Background: an optimization exercise with open tools, aiming at small area and a short achievable clock period. Do not read the settings as production practice.
Function was checked by simulation only, so behaviour that the tests miss may differ from the original.
Power figures rest on the tool's default switching activity, not on a simulated workload.

// pluto_spi_stepper
module pluto_spi_stepper(clk, SCK, MOSI, MISO, SSEL, nRESET, out_en, LED, dout, din, step, dir, quadA, quadB, quadZ, up, down);
parameter W=10;
parameter F=11;
parameter T=4;
parameter QW=14;
input clk;
input SCK, SSEL, MOSI, nRESET;
output MISO;
output LED;
input [12:0] din;
input quadA;
input quadB;
input quadZ;
output out_en;
output [13:0] dout;
output [2:0] step;
output [2:0] dir;
output up;
output down;
wire rst = ~nRESET;
reg [10:0] pc;
wire [10:0] pc_cy;
assign pc_cy[0] = 1'b1;
genvar k;
generate for (k = 1; k < 11; k = k + 1) begin : g_cy
    assign pc_cy[k] = &pc[k-1:0];
end endgenerate
always @(posedge clk) pc <= rst ? 11'd1 : pc ^ pc_cy;
reg stepcnt, cnt_top;
always @(posedge clk) begin
    stepcnt <= rst | (pc[5:0] == 6'd0);
    cnt_top <= ~rst & (pc == 11'd2047);
end
reg [2:0] SCKr;
always @(posedge clk) SCKr <= rst ? 3'b0 : {SCKr[1:0], SCK};
wire SCK_risingedge = (SCKr[2:1]==2'b01);
wire SCK_fallingedge = (SCKr[2:1]==2'b10);
reg [2:0] SSELr;
always @(posedge clk) SSELr <= rst ? 3'b0 : {SSELr[1:0], SSEL};
wire SSEL_active = ~SSELr[1];
wire SSEL_startmessage = (SSELr[2:1]==2'b10);
reg [2:0] bitcnt;
reg byte_received;
reg [4:0] spibytecnt;
reg [7:0] data_recvd;
reg [7:0] data_sent;
reg [7:0] data_outbuf;
always @(posedge clk) begin
	if(rst) begin
		bitcnt <= 0;
		byte_received <= 0;
		data_sent <= 0;
	end else begin
	if(SSEL_startmessage) begin
		bitcnt <= 3'b000;
	end
	if(SSEL_active) begin
		if(SCK_risingedge) begin
			bitcnt <= bitcnt + 3'b001;
			if(bitcnt==3'b000)
				data_sent <= data_outbuf;
		end
		else if(SCK_fallingedge) begin
			data_sent <= {data_sent[6:0], 1'b0};
		end
		byte_received <= SCK_risingedge && (bitcnt==3'b111);
	end
	end
end
wire sb_inc = SSEL_active & ~SCK_risingedge & SCK_fallingedge & (bitcnt == 3'b000);
wire [4:0] spibytecnt_n = rst ? 5'd0 : sb_inc ? spibytecnt + 5'd1 : SSEL_startmessage ? 5'd0 : spibytecnt;
reg sb_is7;
always @(posedge clk) begin
	spibytecnt <= spibytecnt_n;
	sb_is7 <= (spibytecnt_n == 5'd7);
end
always @(posedge clk)
	if(SSEL_active & SCK_risingedge)
		data_recvd <= {data_recvd[6:0], MOSI};
assign MISO = data_sent[7];
  ...
For scale: about 1300 cells after synthesis, ~280 flip-flops, roughly 13000 um2 of cells after synthesis.
export LEC_CHECK = 0
export CAP_MARGIN = 20
export CORE_MARGIN = 2
export CORE_UTILIZATION = 40
export SLEW_MARGIN = 20
create_clock -name core_clock -period 8.0 [get_ports {clk}]
standard.sh (not shown) runs the stock make flow with config.mk's settings and CLKGATE_MAP_FILE= SYNTH_SCRIPT=/design/flow/synth_recipe.tcl, a recipe that flattens the netlist after the stock synthesis.
==> flow/flow/run.sh <==
#!/bin/bash
# Own layout flow: the standard ORFS flow (synth_recipe.tcl, the same
# yosys passes and flip-flop mapping, so the registers keep the standard
# synthesis's names and cell types), with these changes:
#  - ABC maps the gates with an area-oriented script (flow/abc_area.script)
#    instead of ORFS's speed script, and yosys's full/half-adder extraction
#    (ADDER_MAP_FILE) is left out so that ABC maps the adders as well;
#  - the port buffers are buf_2 cells rather than the delay cells
#    buffer_ports picks by default;
#  - the clock tree clusters up to 22 sinks per leaf buffer.
# Clock period, SDC, floorplan rules, power grid and the rest are the standard flow's.
# Each tool's output goes to a log file in this folder.
set -euo pipefail
W=$PWD
MARGIN=5.3
# synthesis script: the standard flow's own, with abc given our script
{
  echo "proc abc {args} { set i [lsearch \$args -script]; if {\$i >= 0} { lset args [expr {\$i+1}] $W/flow/abc_area.script }; yosys abc {*}\$args }"
  cat synth_recipe.tcl
} > my_synth.tcl
make -C "$FLOW_HOME" DESIGN_CONFIG=$W/config.mk WORK_HOME=$W/orfs CLKGATE_MAP_FILE= ADDER_MAP_FILE= \
  SYNTH_SCRIPT=$W/my_synth.tcl CAP_MARGIN=20 CORE_MARGIN=2 CORE_UTILIZATION=55 SLEW_MARGIN=20 \
  SETUP_SLACK_MARGIN=$MARGIN GPL_TIMING_DRIVEN=0 CTS_CLUSTER_SIZE=22 CTS_CLUSTER_DIAMETER=100 \
  "BUFFER_PORTS_ARGS=-buffer_cell sky130_fd_sc_hd__buf_2" \
  finish > make_finish.log 2>&1
R=$W/orfs/results/$FLOW_PLATFORM/pluto_spi_stepper/base
: # left out here: write the final layout as DEF
==> flow/flow/abc_area.script <==
strash
&get -n
&fraig -x
&put
scorr
dc2
strash
&get -n
&dch -f
&nf -R 20
&put
topo
dnsize -c
Change:
--- a/flow/flow/run.sh
+++ b/flow/flow/run.sh
@@ -8,10 +8,10 @@
 #  - the port buffers are buf_2 cells rather than the delay cells
 #    buffer_ports picks by default;
-#  - the clock tree clusters up to 22 sinks per leaf buffer.
+#  - the clock tree clusters up to 27 sinks per leaf buffer.
 # Clock period, SDC, floorplan rules, power grid and the rest are the standard flow's.
 # Each tool's output goes to a log file in this folder.
 set -euo pipefail
 W=$PWD
-MARGIN=5.3
+MARGIN=5.2
 # synthesis script: the standard flow's own, with abc given our script
 {
@@ -21,5 +21,5 @@
 make -C "$FLOW_HOME" DESIGN_CONFIG=$W/config.mk WORK_HOME=$W/orfs CLKGATE_MAP_FILE= ADDER_MAP_FILE= \
   SYNTH_SCRIPT=$W/my_synth.tcl CAP_MARGIN=20 CORE_MARGIN=2 CORE_UTILIZATION=55 SLEW_MARGIN=20 \
-  SETUP_SLACK_MARGIN=$MARGIN GPL_TIMING_DRIVEN=0 CTS_CLUSTER_SIZE=22 CTS_CLUSTER_DIAMETER=100 \
+  SETUP_SLACK_MARGIN=$MARGIN CTS_CLUSTER_SIZE=27 CTS_CLUSTER_DIAMETER=100 \
   "BUFFER_PORTS_ARGS=-buffer_cell sky130_fd_sc_hd__buf_2" \
   finish > make_finish.log 2>&1
After rerunning: The new run finished clean. Hold slack improved by 0.0048 ns. Global-route usage rose by 0.32 points. Wire length fell slightly. Utilization fell by 1.4 points. Via count hardly moves. Setup slack got worse by 0.059 ns. Sequential power hardly moves. Power fell by a few percent. Cell area fell by a few percent. Fmax fell by a few percent.
Change:
--- a/flow/flow/run.sh
+++ b/flow/flow/run.sh
@@ -8,10 +8,10 @@
 #  - the port buffers are buf_2 cells rather than the delay cells
 #    buffer_ports picks by default;
-#  - the clock tree clusters up to 27 sinks per leaf buffer.
+#  - the clock tree clusters up to 22 sinks per leaf buffer.
 # Clock period, SDC, floorplan rules, power grid and the rest are the standard flow's.
 # Each tool's output goes to a log file in this folder.
 set -euo pipefail
 W=$PWD
-MARGIN=5.2
+MARGIN=5.3
 # synthesis script: the standard flow's own, with abc given our script
 {
@@ -20,6 +20,6 @@
 } > my_synth.tcl
 make -C "$FLOW_HOME" DESIGN_CONFIG=$W/config.mk WORK_HOME=$W/orfs CLKGATE_MAP_FILE= ADDER_MAP_FILE= \
-  SYNTH_SCRIPT=$W/my_synth.tcl CAP_MARGIN=20 CORE_MARGIN=2 CORE_UTILIZATION=55 SLEW_MARGIN=20 \
-  SETUP_SLACK_MARGIN=$MARGIN CTS_CLUSTER_SIZE=27 CTS_CLUSTER_DIAMETER=100 \
+  SYNTH_SCRIPT=$W/my_synth.tcl CAP_MARGIN=20 CORE_MARGIN=2 CORE_UTILIZATION=45 SLEW_MARGIN=20 \
+  SETUP_SLACK_MARGIN=$MARGIN CTS_CLUSTER_SIZE=22 CTS_CLUSTER_DIAMETER=100 \
   "BUFFER_PORTS_ARGS=-buffer_cell sky130_fd_sc_hd__buf_2" \
   finish > make_finish.log 2>&1
The changed run produced a clean layout.
Setup slack gets better by 0.070 ns.
Die area climbs by about a fifth.
Sequential power hardly moves.
Global-route usage drops by 4.1 points.
Area after synthesis is unchanged.
Via count barely changes.
Fmax climbs by a few percent.
Cell count climbs by a few percent.

## what the ideal ports hide
How much do the figures lean on ideal ports? The routed layouts below were timed once more, with nothing changed but the port constraints. Step 1 assumes that a clkbuf_16 drives the clock port and a buf_2 every other input. Step 2, shift: input delay + t, output delay - t, t = (earliest + latest rising clock arrival at the registers) / 2. This alone moves slack from input paths to output paths. Three values: ideal, step 1, step 2; two values: the first two.
| run | t (ns) | slack for setup (ns) | latest minus earliest clock arrival (ns) | worst slew at a driven data input, ns |
|---|---|---|---|---|
| the first run | 0.548 | 5.311 / 5.281 / 4.869 | 0.019 / 0.019 | 0.06 |
| the second run | 0.542 | 5.253 / 5.243 / 4.795 | 0.019 / 0.019 | 0.06 |
| the third run | 0.544 | 5.323 / 5.311 / 4.849 | 0.017 / 0.017 | 0.05 |
After both steps setup and hold are still met in every run listed. The setup slack of the third run, which loses most, moves by -0.012 ns with the drivers and by -0.474 ns with both steps.
